Background: an optimization exercise with open tools, aiming at small area. Do not read the settings as production practice.
Function was checked by simulation only, so behaviour that the tests miss may differ from the original.
No driver is modelled on the clock port, so clock power and skew are understated where the tree is cut down; a real chip needs a root buffer or a tree.
Power is estimated from default activity; no workload was simulated.

--- flow/flow/abc_area.script ---
strash
&get -n
&st
&deepsyn -T 60
&put
dch -f
amap
topo
--- flow/flow/post_cts.tcl ---
# Runs after clock tree synthesis (POST_CTS_TCL). The tree is a root buffer
# driving leaf buffers that drive the registers. The leaf with the fewest
# registers is removed and each of its registers moved to the nearest other
# leaf, the leaves are made clkbuf_8 and the root is removed.
set block [ord::get_db_block]
set clk_net [$block findNet Sys_CLK]
set root ""
foreach it [$clk_net getITerms] {
  if {[$it isInputSignal] && [string match "sky130_fd_sc_hd__clkbuf_*" [[[$it getInst] getMaster] getName]]} {
    set root [$it getInst]
  }
}
if {$root eq ""} { error "post_cts: no root clock buffer" }
set root_out [[$root findITerm X] getNet]
set leaves {}
foreach it [$root_out getITerms] {
  set inst [$it getInst]
  if {$inst ne $root && [string match "sky130_fd_sc_hd__clkbuf_*" [[$inst getMaster] getName]]} {
    lappend leaves $inst
  }
}
puts "post_cts: root [$root getName], [llength $leaves] leaves"
if {[llength $leaves] >= 3} {
  set small ""
  set small_n 1000000
  foreach l $leaves {
    set n [llength [[[$l findITerm X] getNet] getITerms]]
    if {$n < $small_n} { set small $l; set small_n $n }
  }
  set small_net [[$small findITerm X] getNet]
  foreach it [$small_net getITerms] {
    if {[$it getInst] eq $small} { continue }
    set loc [[$it getInst] getLocation]
    set best ""
    set best_d 1e18
    foreach l $leaves {
      if {$l eq $small} { continue }
      set ll [$l getLocation]
      set d [expr {abs([lindex $loc 0] - [lindex $ll 0]) + abs([lindex $loc 1] - [lindex $ll 1])}]
      if {$d < $best_d} { set best $l; set best_d $d }
    }
    $it disconnect
    $it connect [[$best findITerm X] getNet]
  }
  puts "post_cts: removed [$small getName] and moved its [expr {$small_n - 1}] registers"
  [$small findITerm A] disconnect
  [$small findITerm X] disconnect
  odb::dbInst_destroy $small
  odb::dbNet_destroy $small_net
  set leaves [lsearch -all -inline -not -exact $leaves $small]
}
# Each remaining leaf drives about 17 registers: a clkbuf_8 keeps their clock
# slew well under the limit.
foreach l $leaves { $l swapMaster [[ord::get_db] findMaster sky130_fd_sc_hd__clkbuf_8] }
foreach it [$root_out getITerms] {
  if {[$it getInst] eq $root} { continue }
  $it disconnect
  $it connect $clk_net
}
[$root findITerm A] disconnect
[$root findITerm X] disconnect
odb::dbInst_destroy $root
odb::dbNet_destroy $root_out
detailed_placement
check_placement -verbose
estimate_parasitics -placement
report_clock_min_period
--- flow/standard.sh ---
#!/bin/bash
# synth_recipe.tcl (not shown) runs the flow's synth.tcl, then flattens the netlist and writes it again
# the make line also repeats each setting of config.mk as NAME=value (left out here)
make -C /OpenROAD-flow-scripts/flow DESIGN_CONFIG=/design/flow/config.mk WORK_HOME=/design/flow/orfs CLKGATE_MAP_FILE= SYNTH_SCRIPT=/design/flow/synth_recipe.tcl "${@:-finish}"
--- flow/config.mk ---
export PLATFORM = sky130hd
export DESIGN_NAME = Uart_Top
export DESIGN_NICKNAME = Uart_Top
export VERILOG_FILES = /design/flow/design.v
export SDC_FILE = /design/flow/constraint.sdc
export NUM_CORES = 4
export LEC_CHECK = 0
export CAP_MARGIN = 20
export CORE_MARGIN = 2
export CORE_UTILIZATION = 60
export GPL_TIMING_DRIVEN = 0
export SLEW_MARGIN = 20
--- flow/design.v ---
module Uart_ClkDiv(Sys_CLK,Sys_RST,Uart_CE);
input Sys_CLK;
input Sys_RST;
output Uart_CE;
reg [8:0]Div;
assign Uart_CE = Div[8] && (Div[6:1] == 6'b000001);    
always@(posedge Sys_CLK or negedge Sys_RST)
begin
	if(!Sys_RST)
		Div <= 9'b001010110;
	else
		Div <= {Div[7:0], (Div[8] ^ Div[4]) & ~Uart_CE};
end
endmodule
module Uart_Tx(Sys_CLK,Sys_RST,Uart_CE,Fin,Err_Rx,Data_Rx,Hold,Shift,Signal_Tx);
input Sys_CLK;
input Sys_RST;
input Uart_CE;
input Fin;
input Err_Rx;
input [7:0]Data_Rx;
output Hold;
output Shift;
output Signal_Tx;
reg Signal_Tx;
reg [3:0]Char_Cnt;
reg [3:0]Tx_Hi;
reg [3:0]Tx_Lo;
wire [7:0]Tx_Cnt = {Tx_Hi, Tx_Lo};
reg [7:0]Cnt;
reg Presult;
reg [1:0]Data_Hi;
wire Busy = (Char_Cnt != 4'd0);
wire Trig = Fin && !Busy && !(Tx_Cnt[7:4] == 4'hE && !Tx_Cnt[0]);
wire Last = (Char_Cnt[2:0] == 3'd7);
wire Long = Last || (Char_Cnt == 4'd1);
wire Load = Busy && (Cnt[7:1] == 7'h7F) && (Cnt[0] || !Long);
wire Stop = Tx_Cnt[7] && !Tx_Cnt[6] && Tx_Cnt[4];
wire Late = Tx_Cnt[7] ? !Tx_Cnt[6] : (Tx_Cnt[6] && (Tx_Cnt[5] || Tx_Cnt[4]));
wire Upd = Uart_CE && (Tx_Cnt[3:0] == 4'd0);
assign Hold = Busy && !(Last && Late);
assign Shift = Upd && (Char_Cnt == 4'd15) && !Tx_Cnt[7] && !(Tx_Cnt[6] && Tx_Cnt[5]);
reg Bit;
always@(*)
begin
	case(Char_Cnt)
		4'd8: Bit = 8'h52 >> Tx_Cnt[6:4];    
		4'd9: Bit = 8'h65 >> Tx_Cnt[6:4];    
		4'd10: Bit = 8'h74 >> Tx_Cnt[6:4];   
		4'd11: Bit = 8'h75 >> Tx_Cnt[6:4];   
		4'd12: Bit = 8'h72 >> Tx_Cnt[6:4];   
		4'd13: Bit = 8'h6E >> Tx_Cnt[6:4];   
		4'd14: Bit = 8'h3A >> Tx_Cnt[6:4];   
		4'd15: Bit = (Tx_Cnt[6] && Tx_Cnt[5]) ? Data_Hi[Tx_Cnt[4]] : Data_Rx[0];
		4'd2: Bit = 8'h45 >> Tx_Cnt[6:4];    
		4'd3: Bit = 8'h72 >> Tx_Cnt[6:4];    
		4'd4: Bit = 8'h72 >> Tx_Cnt[6:4];    
		4'd5: Bit = 8'h6F >> Tx_Cnt[6:4];    
		4'd6: Bit = 8'h72 >> Tx_Cnt[6:4];    
		4'd7: Bit = 8'h21 >> Tx_Cnt[6:4];    
		default: Bit = 8'h0D >> Tx_Cnt[6:4];
	endcase
end
wire [7:0]Tx_Nxt = (Uart_CE && Load) ? 8'hEE : Tx_Cnt + {7'd0, Uart_CE && !Stop};
always@(posedge Sys_CLK or negedge Sys_RST)
begin
	if(!Sys_RST)
		Tx_Hi <= 4'h9;
	else
		Tx_Hi <= Tx_Nxt[7:4];
end
always@(posedge Sys_CLK or negedge Sys_RST)
begin
	if(!Sys_RST)
	begin
		Char_Cnt <= 4'd0;
		Signal_Tx <= 1'b1;
	end
	else if(Uart_CE)
	begin
		if(Trig)
			Char_Cnt <= 4'd1;
		else if(Load)
		begin
			if(Char_Cnt == 4'd1)
				Char_Cnt <= Err_Rx ? 4'd2 : 4'd8;
			else if(Last)
				Char_Cnt <= 4'd0;
			else
				Char_Cnt <= Char_Cnt + 4'd1;
		end
		if(Tx_Cnt[3:0] == 4'd0)
		begin
			if(!Tx_Cnt[7])
				Signal_Tx <= Bit;
			else if(Tx_Cnt[6])
				Signal_Tx <= 1'b0;             
			else if(!Tx_Cnt[4])
				Signal_Tx <= Presult;          
			else
				Signal_Tx <= 1'b1;             
		end
	end
end
always@(posedge Sys_CLK)
begin
	Cnt <= (Uart_CE && (Trig || Load)) ? 8'd0 : Cnt + {7'd0, Uart_CE};
	Tx_Lo <= Tx_Nxt[3:0];
	if(Uart_CE && Trig)
		Data_Hi <= Data_Rx[7:6];
	if(Upd)
		Presult <= Tx_Cnt[7] ? 1'b0 : Presult ^ Bit;
end
endmodule
module Uart_Rx(Sys_CLK,RST,Uart_CE,Signal_Rx,Hold,Shift,Data_Rx,Err,Fin);
input Sys_CLK;
input RST;
input Uart_CE;
input Signal_Rx;
input Hold;
input Shift;
output [7:0]Data_Rx;
output Err;
output Fin;               
reg [7:0]Data_Rx;
reg Err;
reg RxBuf;
reg [2:0]Cnt_R;            
reg [4:0]Cnt_U;            
wire [7:0]Cnt = {Cnt_R[2:1], Cnt_U[4:1], Cnt_R[0], Cnt_U[0]};
wire Idle = Cnt[7] && Cnt[6];
wire End = Cnt[7] && !Cnt[6] && Cnt[5] && Cnt[3] && Cnt[1];    
wire Samp = Uart_CE && !Hold && (Cnt[3:0] == 4'd9) && (Cnt[7:4] != 4'd0);
assign Fin = Idle && Cnt[1];
wire [7:0]Cnt_Nxt = (Uart_CE && Idle && Cnt[0] && !RxBuf) ? 8'd1 :
                    (Uart_CE && (Idle || End)) ? {6'b110000, End, RxBuf} :
                    Cnt + {7'd0, Uart_CE};
always@(posedge Sys_CLK or negedge RST)
begin
	if(!RST)
	begin
		RxBuf <= 1'b1;
		Cnt_R <= 3'b110;
	end
	else
	begin
		if(Uart_CE)
			RxBuf <= Signal_Rx;
		Cnt_R <= {Cnt_Nxt[7:6], Cnt_Nxt[1]};
	end
end
always@(posedge Sys_CLK)
	Cnt_U <= {Cnt_Nxt[5:2], Cnt_Nxt[0]};
always@(posedge Sys_CLK)
begin
	if((Samp && Cnt[7:4] <= 4'd8) || Shift)    
		Data_Rx <= {Signal_Rx, Data_Rx[7:1]};
	if(Samp)
	begin
		if(Cnt[7:4] == 4'd1)
			Err <= Signal_Rx;
		else if(Cnt[7:4] == 4'd10)            
			Err <= Err | ~Signal_Rx;
		else                                  
			Err <= Err ^ Signal_Rx;
	end
end
endmodule
module Uart_Top(Sys_CLK,Sys_RST,Signal_Tx,Signal_Rx);
input Sys_CLK;
input Sys_RST;
input Signal_Rx;
output Signal_Tx;
wire Uart_CE;
wire [7:0]Data_Rx;
wire Err;
wire Fin;
wire Hold;
wire Shift;
Uart_ClkDiv Uart_ClkDiv(.Sys_CLK(Sys_CLK),.Sys_RST(Sys_RST),.Uart_CE(Uart_CE));
Uart_Rx Uart_Rx(.Sys_CLK(Sys_CLK),.RST(Sys_RST),.Uart_CE(Uart_CE),.Signal_Rx(Signal_Rx),.Hold(Hold),.Shift(Shift),
				.Data_Rx(Data_Rx),.Err(Err),.Fin(Fin));
Uart_Tx Uart_Tx(.Sys_CLK(Sys_CLK),.Sys_RST(Sys_RST),.Uart_CE(Uart_CE),.Fin(Fin),.Err_Rx(Err),
				.Data_Rx(Data_Rx),.Hold(Hold),.Shift(Shift),.Signal_Tx(Signal_Tx));
endmodule
--- flow/flow/run.sh ---
#!/bin/bash
# Layout flow: the standard flow, except that synthesis maps the logic with an
# area-oriented ABC script (flow/abc_area.script). Synthesis is ORFS's own
# script run from a copy of ORFS's scripts folder in which abc_area.script is
# replaced, with ABC_AREA=1 and without mapping adders to adder cells first, so
# that ABC maps the counters too; registers and names are as in the standard
# synthesis. The steps after synthesis are the standard flow, except that
# clock tree synthesis adds no dummy loads and the ports get buf_1 buffers.
set -euo pipefail
cp -r "$FLOW_HOME/scripts" synth_scripts
cp flow/abc_area.script synth_scripts/abc_area.script
bash standard.sh SCRIPTS_DIR="$PWD/synth_scripts" ABC_AREA=1 ADDER_MAP_FILE= synth > synth.log 2>&1
bash standard.sh "CTS_ARGS=-sink_clustering_enable -repair_clock_nets -dont_use_dummy_load" \
  "BUFFER_PORTS_ARGS=-buffer_cell sky130_fd_sc_hd__buf_1" POST_CTS_TCL="$PWD/flow/post_cts.tcl" > layout.log 2>&1
--- flow/constraint.sdc ---
create_clock -name core_clock -period 5.0 [get_ports {Sys_CLK}]
set_input_delay 1.0000 -clock core_clock [delete_from_list [all_inputs] [get_ports {Sys_CLK}]]
set_output_delay 1.0000 -clock core_clock [all_outputs]
set_load 0.01 [all_outputs]
==> results of run 1 <==
==> per-layer routing <==
layer  up-vias  track usage  wire length (um)
li1        836            -                 -
met2        37        0.355              1940
met1       783        0.299              1910
met3         4       0.0317               142
met5         -            0                 0
met4         0       0.0462                19
==> cell families (layout without fill, tap and decap cells) <==
family,count (synthesis),in the layout
AO/OA/AOI/OAI,57,57
buffers and inverters,28,34
flip-flops,51,51
AND/OR/NAND/NOR,95,95
==> area by class of cell <==
class,instances,share of cell area
clock buffers,3,0.0181
inverters,28,0.0461
repair buffers,3,0.00549
flip-flops and latches,51,0.554
multi-input cells,152,0.351
well taps,46,0.0252
==> report_power, final <==
part / total (uW) / switching [uW] / leakage, uW / internal [uW]
Clock: 152 / 96.3 / 0.0000216 / 55.7
Combinational: 4.83 / 4.04 / 0.000287 / 0.790
Sequential: 423 / 0 / 0.000514 / 423
==> path summary, 6_finish.rpt <==
path,slack (ns),endpoint,startpoint,cells past startpoint
min,0.36,Uart_ClkDiv.Div[1],Uart_ClkDiv.Div[0],0
min in group asynchronous,0.78,Uart_Tx.Tx_Hi[1],Sys_RST,1
max in group asynchronous,3.80,Uart_Rx.Cnt_R[1],Sys_RST,1
max reg2reg,1.32,Uart_Rx.Data_Rx[5],Uart_ClkDiv.Div[4],9
min reg2reg,0.36,Uart_ClkDiv.Div[1],Uart_ClkDiv.Div[0],0
max,1.32,Uart_Rx.Data_Rx[5],Uart_ClkDiv.Div[4],9
==> worst reg2reg max path, cell delays in order (launching register included) <==
cell and delay [ns]:
dfstp_2 0.38, clkinv_1 0.06, nand2_1 0.08, nor4bb_2 0.71
clkinv_1 0.46, nor2_1 0.24, clkinv_1 0.13, a2111oi_0 0.57
o21ai_0 0.23, o21ai_1 0.43
==> cells in the final DEF (no fill, tap or decap), types with 3 or more instances in the layout <==
cell type  instances
and3_1             5
nor2_1            39
dfstp_2           10
a31oi_1            4
o21ai_0           14
nand3_1            5
dfrtp_1           12
nor3_1            16
a21oi_1            9
nand2_1           19
o32ai_1            3
o22ai_1            6
clkbuf_8           3
o21a_1             3
edfxtp_1          12
clkinv_1          28
a211oi_1          10
dfxtp_1           17
==> metrics by stage <==
stage	hold WS [ns]	instances	cell area, um^2
2_1_floorplan	0.331	231	2160
5_1_grt	0.378	283	2280
3_5_place_dp	0.339	280	2230
6_report	0.364	283	2280
3_3_place_gp	0.337	280	2230
==> sequential cells by signal, summed over array words and instances (netlist names) <==
register           count
Uart_Tx.Cnt            8
Uart_Rx.Cnt_U          5
Uart_Tx.Data_Hi        2
Uart_Rx.Err            1
Uart_Tx.Tx_Lo          4
Uart_Rx.Data_Rx        8
Uart_Rx.RxBuf          1
Uart_Tx.Signal_Tx      1
Uart_Rx.Cnt_R          3
Uart_Tx.Presult        1
Uart_Tx.Tx_Hi          4
Uart_ClkDiv.Div        9
Uart_Tx.Char_Cnt       4
==> impl_metrics.tcl, run 1 <==
set metrics [dict create \
    synth.net_count 234 \
    clock.fmax_ghz 0.271 \
    fill_cells 270 \
    start_kind "flip-flop" \
    crit_type "reg -> reg" \
    ys_seq_area_frac 0.584 \
    grt_max_degree 23 \
    power_density_nw_per_um2 254 \
    routabilityCongestion 0.870 \
    n_antenna_cell 0 \
    synth_compound_area_frac 0.169 \
    max_slew.worst_pin.slew_ns 0.755 \
    cp.required_ns 4.77 \
    worstHoldPathType "reg -> reg" \
    muxShareOfSynthArea 0 \
    finalClockSkew_ns 0.0406 \
    yosys.cell_types.count 32 \
    cp_max_fo 8 \
    dp_hpwl_um 3040 \
    ys.flop_type "dfxtp_1" \
    synth_area_per_cell_um2 9.37 \
    layout_setup_ws_ns 1.32 \
    clkTransAtPathRegs_ns 0.10 \
    die_h_um 64.0 \
    setup-violations-final 0 \
    vias 1660 \
    drtIter0Drc 170 \
    finalHoldViolCount 0 \
    status "complete, no violations" \
    drt_wl_total_um 4010 \
    p_leak_uw 0.000822 \
    port_buffers 3 \
    synth_top_area_share 0.167 \
    wl_per_cell_um 14.2 \
    grt_pass1_wl_um 6990 \
    drv_slew 0 \
    yosysMostFrequentCell "nor2_1" \
    start_util 0.638 \
    seq_area_um2 1260 \
    cp_common_cell "clkinv_1" \
    slowest_delay_ns 0.71 \
    fin_util 0.673 \
    layout_min_cycle_time_ns 3.68 \
    ys_ff_latch 51 \
    drc 0 \
    grt_usage 0.214 \
    synth_top_family_by_area "simple AND/OR/NAND/NOR gates" \
    period_share 0.737 \
    crit_chain "clkinv_1 > nand2_1 > nor4bb_2 > clkinv_1 > nor2_1 > clkinv_1 > a2111oi_0 > o21ai_0 > o21ai_1" \
    async_reset_ff_frac 0.431 \
    cts_sinks 51 \
    fp.dieArea_um2 4100 \
    fp.coreArea_um2 3390 \
    ir_drop_mv 0.222 \
    rsz0062_at_grt "no" \
    rows 21 \
    synthAdderAreaFrac 0 \
    synth_simple_gate_area_share 0.198 \
    synth-edff-count 12 \
    via_per_inst 5.87 \
    cpLargestDelayFamily "compound AO/OA/AOI/OAI gates" \
    synth.top_cells.by_count "nor2_1, clkinv_1, nand2_1" \
    tns_ns 0 \
    yosysTopAreaCell "edfxtp_1" \
    synth-xor-area-share 0 \
    ant_nets 0 \
    multi_input_area_um2 801 \
    io_pins 4 \
    drtPass1Iterations 5 \
    area_delta_synth_final_pct 5.44 \
    worst_path_max_delay_cell "nor4bb_2" \
    drive_gt1_frac 0.0633 \
    antenna_found_initial 0 \
    synth_area_um2 2160 \
    yosysWarnings 3 \
    synthCells 231 \
    final_nets 242 \
    critPathBufInv 3 \
    finalPower_uw 580 \
    die_w_um 64.0 \
    cap_violations 0 \
    slew_headroom 0.490 \
    dp_slack_ns 0.957 \
    end_kind "flip-flop" \
    gr-total-overflow 0 \
    arrival_ns 3.46 \
    synthTopCellsByArea "edfxtp_1, dfxtp_1, dfrtp_1" \
    clock_latency_ns 0.17 \
    grt_pass1_vias 1568 \
]
==> inputs of run 2 (changes only) <==
==> flow/flow/run.sh (replaced) <==
#!/bin/bash
# Layout flow: the standard flow, except for the logic mapping in synthesis and
# a few settings of the later steps.
#
# Synthesis is ORFS's own script (the standard flow's synth_recipe.tcl), run from a copy of
# ORFS's scripts folder in which abc_area.script is replaced by
# flow/abc_area.script, with ABC_AREA=1 and without mapping adders to adder
# cells first, so that ABC maps the counters too. Registers and names are as in
# the standard synthesis: only the mapping of the logic between them differs.
#
# The steps after synthesis are the standard flow, except that clock tree
# synthesis adds no dummy loads, the ports get buf_1 buffers, and
# flow/post_cts.tcl trims the clock tree after CTS.
set -euo pipefail
cp -r "$FLOW_HOME/scripts" synth_scripts
cp flow/abc_area.script synth_scripts/abc_area.script
bash standard.sh SCRIPTS_DIR="$PWD/synth_scripts" ABC_AREA=1 ADDER_MAP_FILE= synth > synth.log 2>&1
bash standard.sh "CTS_ARGS=-sink_clustering_enable -repair_clock_nets -dont_use_dummy_load" \
  "BUFFER_PORTS_ARGS=-buffer_cell sky130_fd_sc_hd__buf_1" POST_CTS_TCL="$PWD/flow/post_cts.tcl" \
  > layout.log 2>&1
==> flow/flow/post_cts.tcl (replaced) <==
set block [ord::get_db_block]
set clk_net [$block findNet Sys_CLK]
proc is_clkbuf {inst} {
  return [string match "sky130_fd_sc_hd__clkbuf_*" [[$inst getMaster] getName]]
}
set roots {}
foreach it [$clk_net getITerms] {
  if {[$it isInputSignal] && [is_clkbuf [$it getInst]]} { lappend roots [$it getInst] }
}
set leaves {}
set ok 0
if {[llength $roots] == 1} {
  set root [lindex $roots 0]
  set root_out [[$root findITerm X] getNet]
  set ok 1
  foreach it [$root_out getITerms] {
    set inst [$it getInst]
    if {$inst eq $root} { continue }
    if {![is_clkbuf $inst]} { set ok 0; continue }
    lappend leaves $inst
    foreach sit [[[$inst findITerm X] getNet] getITerms] {
      if {[$sit getInst] ne $inst && [is_clkbuf [$sit getInst]]} { set ok 0 }
    }
  }
}
if {!$ok || [llength $leaves] < 2 || [llength $leaves] > 4} {
  puts "post_cts: clock tree left as built ([llength $roots] roots, [llength $leaves] leaves)"
} else {
  puts "post_cts: root [$root getName], [llength $leaves] leaves"
  if {[llength $leaves] == 4} {
    set small ""
    set small_n 1000000
    foreach l $leaves {
      set n [llength [[[$l findITerm X] getNet] getITerms]]
      if {$n < $small_n} { set small $l; set small_n $n }
    }
    set small_net [[$small findITerm X] getNet]
    foreach it [$small_net getITerms] {
      if {[$it getInst] eq $small} { continue }
      set loc [[$it getInst] getLocation]
      set best ""
      set best_d 1e18
      foreach l $leaves {
        if {$l eq $small} { continue }
        set ll [$l getLocation]
        set d [expr {abs([lindex $loc 0] - [lindex $ll 0]) + abs([lindex $loc 1] - [lindex $ll 1])}]
        if {$d < $best_d} { set best $l; set best_d $d }
      }
      $it disconnect
      $it connect [[$best findITerm X] getNet]
    }
    puts "post_cts: removed [$small getName] and moved its [expr {$small_n - 1}] registers"
    [$small findITerm A] disconnect
    [$small findITerm X] disconnect
    odb::dbInst_destroy $small
    odb::dbNet_destroy $small_net
    set leaves [lsearch -all -inline -not -exact $leaves $small]
  }
  foreach l $leaves {
    $l swapMaster [[ord::get_db] findMaster sky130_fd_sc_hd__clkbuf_8]
    [$l findITerm A] disconnect
    [$l findITerm A] connect $clk_net
  }
  [$root findITerm A] disconnect
  [$root findITerm X] disconnect
  odb::dbInst_destroy $root
  odb::dbNet_destroy $root_out
  puts "post_cts: removed the root; the clock port feeds [llength $leaves] leaves"
  detailed_placement
  check_placement -verbose
  estimate_parasitics -placement
}
--- a/flow/config.mk
+++ b/flow/config.mk
@@ -7,6 +7,5 @@
 export LEC_CHECK = 0
 export CAP_MARGIN = 20
 export CORE_MARGIN = 2
-export CORE_UTILIZATION = 60
-export GPL_TIMING_DRIVEN = 0
+export CORE_UTILIZATION = 40
 export SLEW_MARGIN = 20
==> run 2 against run 1 <==
Clock power is essentially flat. Non-clock buffer count up 2. Wire length rose by 1.3%. Register-to-register slack improved by 0.45 ns. Synthesized cell count is the same. Critical endpoint is now Uart_Rx.Data_Rx[0].
==> impl_metrics.tcl, run 2 <==
set metrics [dict create \
    status "complete, no violations" \
    power_density_nw_per_um2 251 \
    drc 0 \
    synthTopCellsByArea "edfxtp_1, dfxtp_1, dfrtp_1" \
    clock_latency_ns 0.16 \
    cts_sinks 51 \
    cp.required_ns 4.80 \
    area_delta_synth_final_pct 7.17 \
    layout_common_cells "nor2_1, clkinv_1, nand2_1" \
    drv_slew 0 \
    arrival_ns 3.03 \
    layout_min_cycle_time_ns 3.24 \
    synth_area_per_cell_um2 9.37 \
    largest_register_ffs 9 \
    grt_pass1_vias 1567 \
    drtPass1Iterations 4 \
    rows 26 \
    tns_ns 0 \
    multi_input_area_um2 795 \
    wl_per_cell_um 13.2 \
    synth_top_area_share 0.167 \
    ir_drop_mv 0.184 \
    gr-total-overflow 0 \
    start_kind "flip-flop" \
    ant_nets 0 \
    synth_area_um2 2160 \
    min_from "Uart_ClkDiv.Div[7]" \
    setup-violations-final 0 \
    ys.flop_type "dfxtp_1" \
    io_pins 4 \
    yosysMostFrequentCell "nor2_1" \
    worstHoldPathType "reg -> reg" \
    via_per_inst 5.17 \
    dr_wl_met3_um 94 \
    finalHoldViolCount 0 \
    synth-edff-count 12 \
    period_share 0.647 \
    drive_gt1_frac 0.0628 \
    r2r_slack_ns 1.76 \
    die_w_um 77.5 \
    reg_top3 "Uart_ClkDiv.Div: 9 flops, Uart_Rx.Data_Rx: 8 flops, Uart_Tx.Cnt: 8 flops" \
    drt_wl_total_um 4070 \
    fp.coreArea_um2 5170 \
    async_reset_ff_frac 0.431 \
    grt_usage 0.146 \
    wl_met1_um 2070 \
    die_h_um 77.5 \
    finalClockSkew_ns 0.0142 \
    crit_type "reg -> reg" \
    ys_seq_area_frac 0.584 \
    end_kind "flip-flop" \
    routabilityCongestion 0.845 \
    met2WireLength_um 1870 \
    grt_pass1_wl_um 7160 \
    ff2ff_path_depth 9 \
    r2r_end "Uart_Rx.Data_Rx[0]" \
    whs_path_depth 0 \
    rsz0062_at_grt "no" \
    dp_hpwl_um 3000 \
    synth.net_count 234 \
    yosysWarnings 3 \
    rr_startpoint "Uart_ClkDiv.Div[3]" \
    top_layer_used "met4" \
    clock.fmax_ghz 0.309 \
    fin_util 0.448 \
    yosysTopAreaCell "edfxtp_1" \
    clkTransAtPathRegs_ns 0.11 \
    synth.top_cells.by_count "nor2_1, clkinv_1, nand2_1" \
    port_buffers 3 \
    start_util 0.418 \
    min_to "Uart_ClkDiv.Div[8]" \
    drtIter0Drc 105 \
    mostFrequentLayoutCell "nor2_1" \
    grt_max_degree 23 \
    vias 1597 \
    n_antenna_cell 0 \
    seq_area_um2 1260 \
    fill_cells 505 \
    synthCells 231 \
    max_slew.worst_pin.slew_ns 1.05 \
    antenna_found_initial 0 \
    slew_headroom 0.290 \
    cp_max_fo 8 \
    ys_ff_latch 51 \
    yosys.cell_types.count 32 \
    final_nets 244 \
    fp.dieArea_um2 6010 \
    p_leak_uw 0.000830 \
    cap_violations 0 \
    top_register "Uart_ClkDiv.Div" \
]
## run 2: layout make-up
class	instances	share of cell area
repair buffers	5	0.0113
multi-input cells	152	0.343
flip-flops and latches	51	0.545
well taps	70	0.0378
clock buffers	3	0.0178
inverters	28	0.0453
## run 2: cell families after synthesis
logic type	Yosys count	synth area share
simple gates	95	0.198
flops	51	0.584
compound gates	57	0.169
buf+inv	28	0.0486
## run 2: power by group
group	internal [uW]	leakage, uW	switching (uW)
registers	423	0.000514	0
logic	1.22	0.000295	4.46
clock network	55.7	0.0000216	98.7
total	480	0.000830	103
## run 2: how the worst max path moves through the flow
| stage | startpoint | to | slack (ns) | depth (start not counted) |
|---|---|---|---|---|
| detailed placement | Uart_ClkDiv.Div[3] | Uart_Rx.Data_Rx[3] | 1.68 | 7 |
| finish | Uart_ClkDiv.Div[3] | Uart_Rx.Data_Rx[0] | 1.76 | 9 |
| global route | Uart_ClkDiv.Div[3] | Uart_Tx.Char_Cnt[3] | 1.32 | 11 |
| global placement | Uart_ClkDiv.Div[1] | Uart_Rx.Data_Rx[0] | 1.82 | 8 |
| floorplan | Uart_ClkDiv.Div[1] | Uart_Rx.Data_Rx[0] | 1.91 | 7 |
## run 2: critical path, cell delays in order (launching register included)
cell       delay [ns]
dfrtp_1          0.39
nor3_1           0.19
nor4bb_1         0.45
buf_4            0.22
clkinv_1         0.17
nor2_1           0.18
clkinv_1         0.13
a2111oi_0        0.51
o21ai_0          0.19
o21ai_0          0.44
## run 2: per-stage QoR
| step | power [uW] | std cells | setup WS (ns) | hold slack (ns) | area (um^2) |
|---|---|---|---|---|---|
| final | 583 | 309 | 1.76 | 0.360 | 2320 |
| after global routing | 604 | 309 | 1.32 | 0.368 | 2320 |
| after detailed placement | 437 | 306 | 1.68 | 0.339 | 2280 |
| after global placement | 437 | 306 | 1.82 | 0.338 | 2280 |
| after floorplan | 432 | 231 | 1.91 | 0.331 | 2160 |
## run 2: layer usage
metal,track usage,vias up
met5,0,-
met4,0.0375,0
met3,0.0256,4
met2,0.236,13
met1,0.203,738
li1,-,842
==> inputs of run 3 (changes only) <==
--- a/flow/flow/post_cts.tcl
+++ b/flow/flow/post_cts.tcl
@@ -70,3 +70,29 @@
   check_placement -verbose
   estimate_parasitics -placement
 }
+# Buffers that timing-driven placement added on nets with spare timing are
+# removed again: their loads go back on the buffer's input net.
+set removed 0
+foreach inst [$block getInsts] {
+  if {![string match "place*" [$inst getName]]} { continue }
+  if {![string match "sky130_fd_sc_hd__buf_*" [[$inst getMaster] getName]]} { continue }
+  set in_net [[$inst findITerm A] getNet]
+  set out_net [[$inst findITerm X] getNet]
+  if {$in_net eq "NULL" || $out_net eq "NULL"} { continue }
+  if {[llength [$out_net getBTerms]] > 0} { continue }
+  foreach it [$out_net getITerms] {
+    if {[$it getInst] eq $inst} { continue }
+    $it disconnect
+    $it connect $in_net
+  }
+  [$inst findITerm A] disconnect
+  [$inst findITerm X] disconnect
+  odb::dbInst_destroy $inst
+  odb::dbNet_destroy $out_net
+  incr removed
+}
+puts "post_cts: removed $removed placement buffers"
+if {$removed > 0} {
+  detailed_placement
+  estimate_parasitics -placement
+}
==> run 3 against run 2 <==
First-iteration DRC count down 12%. Maximum frequency decreased by 12%. Clock skew hardly changed. Critical path depth down 1. Worst setup slack worse by 0.43 ns. Critical endpoint unchanged. Largest cell class unchanged. Largest power group unchanged.
==> impl_metrics.tcl, run 3 <==
set metrics [dict create \
    layout_setup_ws_ns 1.33 \
    power_density_nw_per_um2 253 \
    grt_pass1_wl_um 7160 \
    r2r_end "Uart_Rx.Data_Rx[0]" \
    layout_min_cycle_time_ns 3.67 \
    crit_cells 8 \
    rsz0062_at_grt "no" \
    drc 0 \
    yosysWarnings 3 \
    ys_ff_latch 51 \
    synthTopCellsByArea "edfxtp_1, dfxtp_1, dfrtp_1" \
    arrival_ns 3.47 \
    via_per_inst 5.18 \
    cap_violations 0 \
    clock_latency_ns 0.16 \
    grt_usage 0.146 \
    area_delta_synth_final_pct 6.54 \
    cp_max_fo 8 \
    synth_top_area_share 0.167 \
    worst_path_max_delay_cell "nor4bb_1" \
    ff2ff_path_depth 8 \
    top_register "Uart_ClkDiv.Div" \
    die_h_um 77.5 \
    final_nets 242 \
    critical_path.startpoint "Uart_ClkDiv.Div[3]" \
    gr-total-overflow 0 \
    start_util 0.418 \
    period_share 0.734 \
    ant_nets 0 \
    drtIter0Drc 92 \
    wl_per_cell_um 13.3 \
    tns_ns 0 \
    multi_input_area_um2 795 \
    crit_chain "nor3_1 > nor4bb_1 > clkinv_1 > nor2_1 > clkinv_1 > a2111oi_0 > o21ai_0 > o21ai_0" \
    worstHoldPathType "reg -> reg" \
    fin_util 0.446 \
    cts_sinks 51 \
    finalClockSkew_ns 0.0145 \
    drtPass1Iterations 4 \
    critPathBufInv 2 \
    dp_slack_ns 1.68 \
    io_pins 4 \
    port_buffers 3 \
    r2r_slack_ns 1.33 \
    synth.top_cells.by_count "nor2_1, clkinv_1, nand2_1" \
    yosys.cell_types.count 32 \
    start_kind "flip-flop" \
    routabilityCongestion 0.845 \
    synth_area_um2 2160 \
    synthCells 231 \
    seq_area_um2 1260 \
    ys_seq_area_frac 0.584 \
    die_w_um 77.5 \
    p_leak_uw 0.000823 \
    n_antenna_cell 0 \
    antenna_found_initial 0 \
    end_kind "flip-flop" \
    cp.required_ns 4.80 \
    fp.dieArea_um2 6010 \
    mostFrequentLayoutCell "nor2_1" \
    synth-edff-count 12 \
    drt_wl_total_um 4090 \
    finalHoldViolCount 0 \
    grt_pass1_vias 1560 \
    vias 1590 \
    clkTransAtPathRegs_ns 0.11 \
    largest_register_ffs 9 \
    layout_common_cells "nor2_1, clkinv_1, nand2_1" \
    finalPower_uw 582 \
    cp-endpoint "Uart_Rx.Data_Rx[0]" \
    ys.flop_type "dfxtp_1" \
    status "complete, no violations" \
    slew_headroom 0.290 \
    dp_hpwl_um 3000 \
    crit_type "reg -> reg" \
    slowest_delay_ns 0.76 \
    setup-violations-final 0 \
    max_slew.worst_pin.slew_ns 1.05 \
    async_reset_ff_frac 0.431 \
    synth_area_per_cell_um2 9.37 \
    fill_cells 506 \
    drive_gt1_frac 0.0591 \
    yosysTopAreaCell "edfxtp_1" \
    drv_slew 0 \
    synth.net_count 234 \
    fp.coreArea_um2 5170 \
    cpLargestDelayFamily "simple AND/OR/NAND/NOR gates" \
    rows 26 \
    ir_drop_mv 0.184 \
    yosysMostFrequentCell "nor2_1" \
    grt_max_degree 23 \
    reg_top3 "Uart_ClkDiv.Div: 9 flops, Uart_Rx.Data_Rx: 8 flops, Uart_Tx.Cnt: 8 flops" \
    rr_startpoint "Uart_ClkDiv.Div[3]" \
    clock.fmax_ghz 0.272 \
]
[run 3: changes by cell type in the layout (fill, tap and decap cells not counted), sizes merged]
cell    change
buf         -3
clkbuf      +1
[run 3: stage by stage]
step           hold WS [ns]  instance area, um^2  instances
2_1_floorplan         0.331                 2160        231
3_3_place_gp          0.338                 2280        306
3_5_place_dp          0.339                 2280        306
5_1_grt               0.368                 2300        307
6_report              0.360                 2300        307
[run 3: cell type report]
cell class              instances  area share
clock buffers                   3      0.0179
inverters                      28      0.0456
well taps                      70      0.0380
multi-input cells             152       0.345
flip-flops and latches         51       0.548
repair buffers                  3     0.00543
[run 3: worst register-to-register path, cell delays in order (launching register included)]
cell,delay (ns)
dfrtp_1,0.39
nor3_1,0.19
nor4bb_1,0.76
clkinv_1,0.45
nor2_1,0.24
clkinv_1,0.13
a2111oi_0,0.52
o21ai_0,0.19
o21ai_0,0.44
[run 3: power breakdown]
group | switching [uW] | total [uW] | internal (uW)
Sequential | 0 | 423 | 423
Clock | 98.5 | 154 | 55.7
Combinational | 4.41 | 5.20 | 0.790
Total | 103 | 582 | 479
[run 3: routing by layer]
layer	routed length, um	vias up	GRT usage
met4	32	0	0.0375
met2	1880	9	0.235
met3	81	4	0.0256
met5	0	-	0
met1	2090	737	0.203
li1	-	840	-
[run 3: worst min path at each step]
stage	cells after the start	start	slack, ns	endpoint
floorplan	0	Uart_ClkDiv.Div[7]	0.33	Uart_ClkDiv.Div[8]
global route	0	Uart_ClkDiv.Div[0]	0.37	Uart_ClkDiv.Div[1]
detailed placement	0	Uart_ClkDiv.Div[7]	0.34	Uart_ClkDiv.Div[8]
global placement	0	Uart_ClkDiv.Div[7]	0.34	Uart_ClkDiv.Div[8]
finish	0	Uart_ClkDiv.Div[7]	0.36	Uart_ClkDiv.Div[8]
[run 3: kinds of logic after synthesis]
kind of cell	share of synthesized area
AO/OA/AOI/OAI	0.169
flip-flops	0.584
buffers and inverters	0.0486
AND/OR/NAND/NOR	0.198
==> inputs of run 4 (changes only) <==
--- a/flow/flow/run.sh
+++ b/flow/flow/run.sh
@@ -10,7 +10,8 @@
 #
 # The steps after synthesis are the standard flow, except that clock tree
 # synthesis adds no dummy loads, the ports get buf_1 buffers, and
-# flow/post_cts.tcl trims the clock tree after CTS.
+# flow/post_cts.tcl trims the clock tree after CTS and removes the buffers
+# that timing-driven placement added.
 set -euo pipefail
 cp -r "$FLOW_HOME/scripts" synth_scripts
 cp flow/abc_area.script synth_scripts/abc_area.script
==> flow/flow/abc_area.script (replaced) <==
strash
dc2
&get -n
&st
&deepsyn -T 60
&put
dch -f
amap
topo
==> run 4 against run 3 <==
Wire length up 1.2%. Via count up 2.4%. First-iteration DRC count up 52%. Maximum frequency up 2.1%. Sequential power about the same. Still clean on timing, DRC and antenna.
==> impl_metrics.tcl, run 4 <==
set metrics [dict create \
    fill_cells 508 \
    drt_wl_total_um 4140 \
    yosys.cell_types.count 35 \
    drv_slew 0 \
    grt_max_degree 23 \
    setup-violations-final 0 \
    period_share 0.719 \
    worst_path_max_delay_cell "nor4bb_1" \
    ir_drop_mv 0.180 \
    worstHoldPathType "reg -> reg" \
    fp.dieArea_um2 6030 \
    area_delta_synth_final_pct 6.52 \
    gr-total-overflow 0 \
    power_density_nw_per_um2 253 \
    yosysWarnings 3 \
    ys_ff_latch 51 \
    p_leak_uw 0.000815 \
    layout_common_cells "nor2_1, clkinv_1, dfxtp_1" \
    arrival_ns 3.42 \
    synth.top_cells.by_count "nor2_1, clkinv_1, dfxtp_1" \
    synthCells 234 \
    pwr-share-seq 0.723 \
    synthTopCellsByArea "edfxtp_1, dfxtp_1, dfrtp_1" \
    fin_util 0.447 \
    clock.fmax_ghz 0.278 \
    yosysMostFrequentCell "nor2_1" \
    antenna_found_initial 0 \
    largest_register_ffs 9 \
    drtPass1Iterations 4 \
    rows 26 \
    dp_hpwl_um 3070 \
    n_antenna_cell 0 \
    sw_frac_of_total 0.181 \
    cts_sinks 51 \
    cap_violations 0 \
    layout_min_cycle_time_ns 3.59 \
    clock_latency_ns 0.17 \
    crit_cells 7 \
    routabilityCongestion 0.856 \
    ys.flop_type "dfxtp_1" \
    crit_chain "nor4bb_1 > clkinv_1 > nor2_1 > clkinv_1 > nor4b_1 > o21a_1 > a31o_1" \
    finalClockSkew_ns 0.0278 \
    port_buffers 3 \
    wl_per_cell_um 13.4 \
    finalHoldViolCount 0 \
    cp_max_fo 9 \
    tns_ns 0 \
    yosysTopAreaCell "edfxtp_1" \
    synth_area_um2 2170 \
    top_register "Uart_ClkDiv.Div" \
    cpLargestDelayFamily "simple AND/OR/NAND/NOR gates" \
    synth-edff-count 12 \
    drc 0 \
    cp.required_ns 4.82 \
    ant_nets 0 \
    vias 1628 \
    drtIter0Drc 140 \
    start_kind "flip-flop" \
    synth_area_per_cell_um2 9.27 \
    crit_type "reg -> reg" \
    end_kind "flip-flop" \
    drive_gt1_frac 0.0583 \
    p_int_uw 479 \
    start_util 0.419 \
    whs_path_depth 0 \
    grt_pass1_wl_um 7400 \
    async_reset_ff_frac 0.431 \
    mostFrequentLayoutCell "nor2_1" \
    ff2ff_path_depth 7 \
    pwr-share-comb 0.008 \
    clkTransAtPathRegs_ns 0.12 \
    grt_usage 0.151 \
    final_nets 245 \
    via_per_inst 5.25 \
    reg_top3 "Uart_ClkDiv.Div: 9 flops, Uart_Rx.Data_Rx: 8 flops, Uart_Tx.Cnt: 8 flops" \
    io_pins 4 \
    power_frac_clock 0.269 \
    critPathBufInv 2 \
    p_sw_uw 106 \
    synth_top_area_share 0.166 \
    synth.net_count 237 \
    max_slew.worst_pin.slew_ns 0.863 \
    slowest_delay_ns 0.75 \
    slew_headroom 0.417 \
    grt_pass1_vias 1579 \
    status "complete, no violations" \
    rsz0062_at_grt "no" \
    die_w_um 77.6 \
    die_h_um 77.6 \
    fp.coreArea_um2 5170 \
    ys_seq_area_frac 0.582 \
    cp_common_cell "clkinv_1" \
]
run 4: changes by cell type after synthesis, moves of 3 or more:
| cell | change |
|---|---|
| nor2_1 | +9 |
| a211oi_1 | -6 |
| clkinv_1 | +4 |
| nand2_1 | -4 |
| nand4_1 | +4 |
| nor3_1 | -3 |
| o22ai_1 | -3 |
run 4: path summary, 6_finish.rpt:
kind / from / to / slack, ns
max in group asynchronous: Sys_RST / Uart_Tx.Tx_Hi[3] / 3.80
hold / removal: Uart_ClkDiv.Div[7] / Uart_ClkDiv.Div[8] / 0.37
min in group asynchronous: Sys_RST / Uart_ClkDiv.Div[3] / 0.79
setup reg to reg: Uart_ClkDiv.Div[1] / Uart_Rx.Data_Rx[0] / 1.41
hold reg to reg: Uart_ClkDiv.Div[7] / Uart_ClkDiv.Div[8] / 0.37
setup / recovery: Uart_ClkDiv.Div[1] / Uart_Rx.Data_Rx[0] / 1.41
run 4: through the flow:
step	cell area, um^2	total power [uW]	instances	hold slack (ns)	setup slack [ns]
detailed placement	2280	437	308	0.338	1.44
finish	2310	585	310	0.366	1.41
floorplan	2170	431	234	0.331	2.11
global route	2310	609	310	0.369	0.984
global placement	2280	437	308	0.336	1.67
run 4: power groups by stage:
stage               Combinational (uW)  Clock [uW]  Sequential (uW)
floorplan                        0.288           0              431
global placement                  5.58           0              431
detailed placement                5.65           0              431
global route                      5.87         180              423
finish                            4.79         157              423
run 4: cells by family after synthesis:
logic type / share of synthesized area
and+or+nand+nor: 0.220
buffers and inverters: 0.0554
AOI/OAI and AO/OA: 0.142
DFF: 0.582
run 4: area by class of cell:
cell class              instances  area, um^2  share of cell area
multi-input cells             151         786               0.340
repair buffers                  3        12.5             0.00541
inverters                      32         120              0.0520
well taps                      70        87.6              0.0379
flip-flops and latches         51        1260               0.547
clock buffers                   3        41.3              0.0179
run 4: metal layers:
metal	vias to the layer above	track usage	part of all wire
li1	837	-	-
met1	758	0.228	0.51
met2	27	0.228	0.44
met3	6	0.0244	0.034
met4	0	0.0304	0.010
met5	-	0	0
==> inputs of run 5 (changes only) <==
==> flow/flow/abc_area.script (replaced) <==
strash
&get -n
&st
&deepsyn -T 60
&put
dch -f
amap
topo
==> run 5 against run 4 <==
Maximum frequency shrank 2.1%. Sequential cell count did not move. Final area shrank 0.27%. Highest routed layer unchanged. Total power decreased by 0.47%. Sequential power is essentially flat. Register-to-register slack got worse by 0.08 ns. Synthesized cell count down 1.3%. Worst hold slack worse by 0.0062 ns. First-iteration DRC count is 34% lower. Non-clock buffer count is the same.
==> impl_metrics.tcl, run 5 <==
set metrics [dict create \
    drive_gt1_frac 0.0591 \
    port_buffers 3 \
    yosysTopAreaCell "edfxtp_1" \
    synthTopCellsByArea "edfxtp_1, dfxtp_1, dfrtp_1" \
    ys.flop_type "dfxtp_1" \
    drc 0 \
    finalClockSkew_ns 0.0145 \
    drtPass1Iterations 4 \
    ys_seq_area_frac 0.584 \
    synth_compound_area_frac 0.169 \
    power_density_nw_per_um2 253 \
    die_h_um 77.5 \
    io_pins 4 \
    whs_path_depth 0 \
    cts_sinks 51 \
    vias 1590 \
    cp.required_ns 4.80 \
    synth_simple_gate_area_share 0.198 \
    crit_type "reg -> reg" \
    largest_register_ffs 9 \
    muxShareOfSynthArea 0 \
    pwr-share-seq 0.726 \
    yosysWarnings 3 \
    max_slew.worst_pin.slew_ns 1.05 \
    rsz0062_at_grt "no" \
    top_register "Uart_ClkDiv.Div" \
    ant_nets 0 \
    drt_wl_total_um 4090 \
    die_w_um 77.5 \
    dp_slack_ns 1.68 \
    ir_drop_mv 0.184 \
    routabilityCongestion 0.845 \
    fp.coreArea_um2 5170 \
    synth-xor-area-share 0 \
    synth_area_um2 2160 \
    layout_common_cells "nor2_1, clkinv_1, nand2_1" \
    period_share 0.734 \
    synthCells 231 \
    end_kind "flip-flop" \
    fin_util 0.446 \
    mostFrequentLayoutCell "nor2_1" \
    synth_area_per_cell_um2 9.37 \
    layout_min_cycle_time_ns 3.67 \
    post_dp_cell_area_um2 2280 \
    synthAdderAreaFrac 0 \
    dp_hpwl_um 3000 \
    slew_headroom 0.290 \
    sw_frac_of_total 0.177 \
    worstHoldPathType "reg -> reg" \
    fp.dieArea_um2 6010 \
    finalHoldViolCount 0 \
    yosysMostFrequentCell "nor2_1" \
    power_frac_clock 0.265 \
    p_leak_uw 0.000823 \
    start_util 0.418 \
    crit_chain "nor3_1 > nor4bb_1 > clkinv_1 > nor2_1 > clkinv_1 > a2111oi_0 > o21ai_0 > o21ai_0" \
    via_per_inst 5.18 \
    gr-total-overflow 0 \
    grt_max_degree 23 \
    wl_per_cell_um 13.3 \
    slowest_delay_ns 0.76 \
    grt_pass1_wl_um 7160 \
    ys_ff_latch 51 \
    p_int_uw 479 \
    synth-edff-count 12 \
    p_sw_uw 103 \
    cpLargestDelayFamily "simple AND/OR/NAND/NOR gates" \
    pwr-share-comb 0.009 \
    clkTransAtPathRegs_ns 0.11 \
    drtIter0Drc 92 \
    async_reset_ff_frac 0.431 \
    yosys.cell_types.count 32 \
    final_cell_area_um2 2300 \
    final_nets 242 \
    cp_max_fo 8 \
    synth.top_cells.by_count "nor2_1, clkinv_1, nand2_1" \
    grt_pass1_vias 1560 \
    n_antenna_cell 0 \
    arrival_ns 3.47 \
    drv_slew 0 \
    cap_violations 0 \
    reg_top3 "Uart_ClkDiv.Div: 9 flops, Uart_Rx.Data_Rx: 8 flops, Uart_Tx.Cnt: 8 flops" \
    crit_cells 8 \
    synth_top_area_share 0.167 \
    critPathBufInv 2 \
    area_delta_synth_final_pct 6.54 \
    layout_setup_ws_ns 1.33 \
    ff2ff_path_depth 8 \
    synth.net_count 234 \
    synth_top_family_by_area "simple AND/OR/NAND/NOR gates" \
    start_kind "flip-flop" \
    fill_cells 506 \
    status "complete, no violations" \
    grt_usage 0.146 \
    clock_latency_ns 0.16 \
    tns_ns 0 \
    rows 26 \
    worst_path_max_delay_cell "nor4bb_1" \
    clock.fmax_ghz 0.272 \
    antenna_found_initial 0 \
    setup-violations-final 0 \
]
-- run 5: worst paths after layout --
| kind | start | end | slack [ns] |
|---|---|---|---|
| hold / removal | Uart_ClkDiv.Div[7] | Uart_ClkDiv.Div[8] | 0.36 |
| setup / recovery | Uart_ClkDiv.Div[3] | Uart_Rx.Data_Rx[0] | 1.33 |
| setup reg to reg | Uart_ClkDiv.Div[3] | Uart_Rx.Data_Rx[0] | 1.33 |
| hold reg to reg | Uart_ClkDiv.Div[7] | Uart_ClkDiv.Div[8] | 0.36 |
| min in group asynchronous | Sys_RST | Uart_Tx.Char_Cnt[3] | 0.82 |
| max in group asynchronous | Sys_RST | Uart_ClkDiv.Div[0] | 3.78 |
-- run 5: stage by stage --
stage,total power (uW),hold slack (ns),cells
floorplan,432,0.331,231
global placement,437,0.338,306
detailed placement,437,0.339,306
global route,604,0.368,307
finish,582,0.360,307
-- run 5: final cells by class --
cell class | count | area (um^2) | area share
Sequential cell | 51 | 1260 | 0.548
Multi-Input combinational cell | 152 | 795 | 0.345
Inverter | 28 | 105 | 0.0456
Tap cell | 70 | 87.6 | 0.0380
Clock buffer | 3 | 41.3 | 0.0179
Timing Repair Buffer | 3 | 12.5 | 0.00543
-- run 5: cells by family (layout without fill, tap and decap cells) --
group / Yosys count / count (layout)
simple gates: 95 / 95
buf+inv: 28 / 34
flops: 51 / 51
compound gates: 57 / 57
-- run 5: metal layers --
metal | up-vias | GRT usage | part of all wire
li1 | 840 | - | -
met1 | 737 | 0.203 | 0.51
met2 | 9 | 0.235 | 0.46
met3 | 4 | 0.0256 | 0.020
met4 | 0 | 0.0375 | 0.0078
met5 | - | 0 | 0
-- run 5: power by group through the flow --
stage | Clock, uW | Sequential, uW | Combinational [uW]
3_5_place_dp | 0 | 431 | 6.07
5_1_grt | 175 | 423 | 6.27
3_3_place_gp | 0 | 431 | 5.94
6_report | 154 | 423 | 5.20
2_1_floorplan | 0 | 431 | 0.612

re-timing with driven ports:
The flow's constraints put no driver on any port. The routed layouts listed below were extracted and timed again, unchanged, in two steps. Step 1, drivers: a clkbuf_16 drives Sys_CLK and a buf_2 each remaining input, both assumed. Step 2 also shifts input and output timing later by t, the mid clock arrival at the registers, as if the neighbouring blocks saw the same clock. a / b / c = ideal / step 1 / step 2; a / b = the first two.
| run | shift t [ns] | setup slack, ns | worst slew at a driven data input, ns | cell pins on the clock port's net |
|---|---|---|---|---|
| run 1 | 0.195 | 1.316 / 1.316 / 1.316 | 0.03 | 3 |
| run 2 | 0.199 | 1.764 / 1.764 / 1.764 | 0.03 | 3 |
| run 3 | 0.199 | 1.330 / 1.330 / 1.330 | 0.03 | 3 |
| run 4 | 0.202 | 1.407 / 1.407 / 1.407 | 0.03 | 3 |
| run 5 | 0.199 | 1.330 / 1.330 / 1.330 | 0.03 | 3 |
After both steps setup and hold are still met in every run listed.
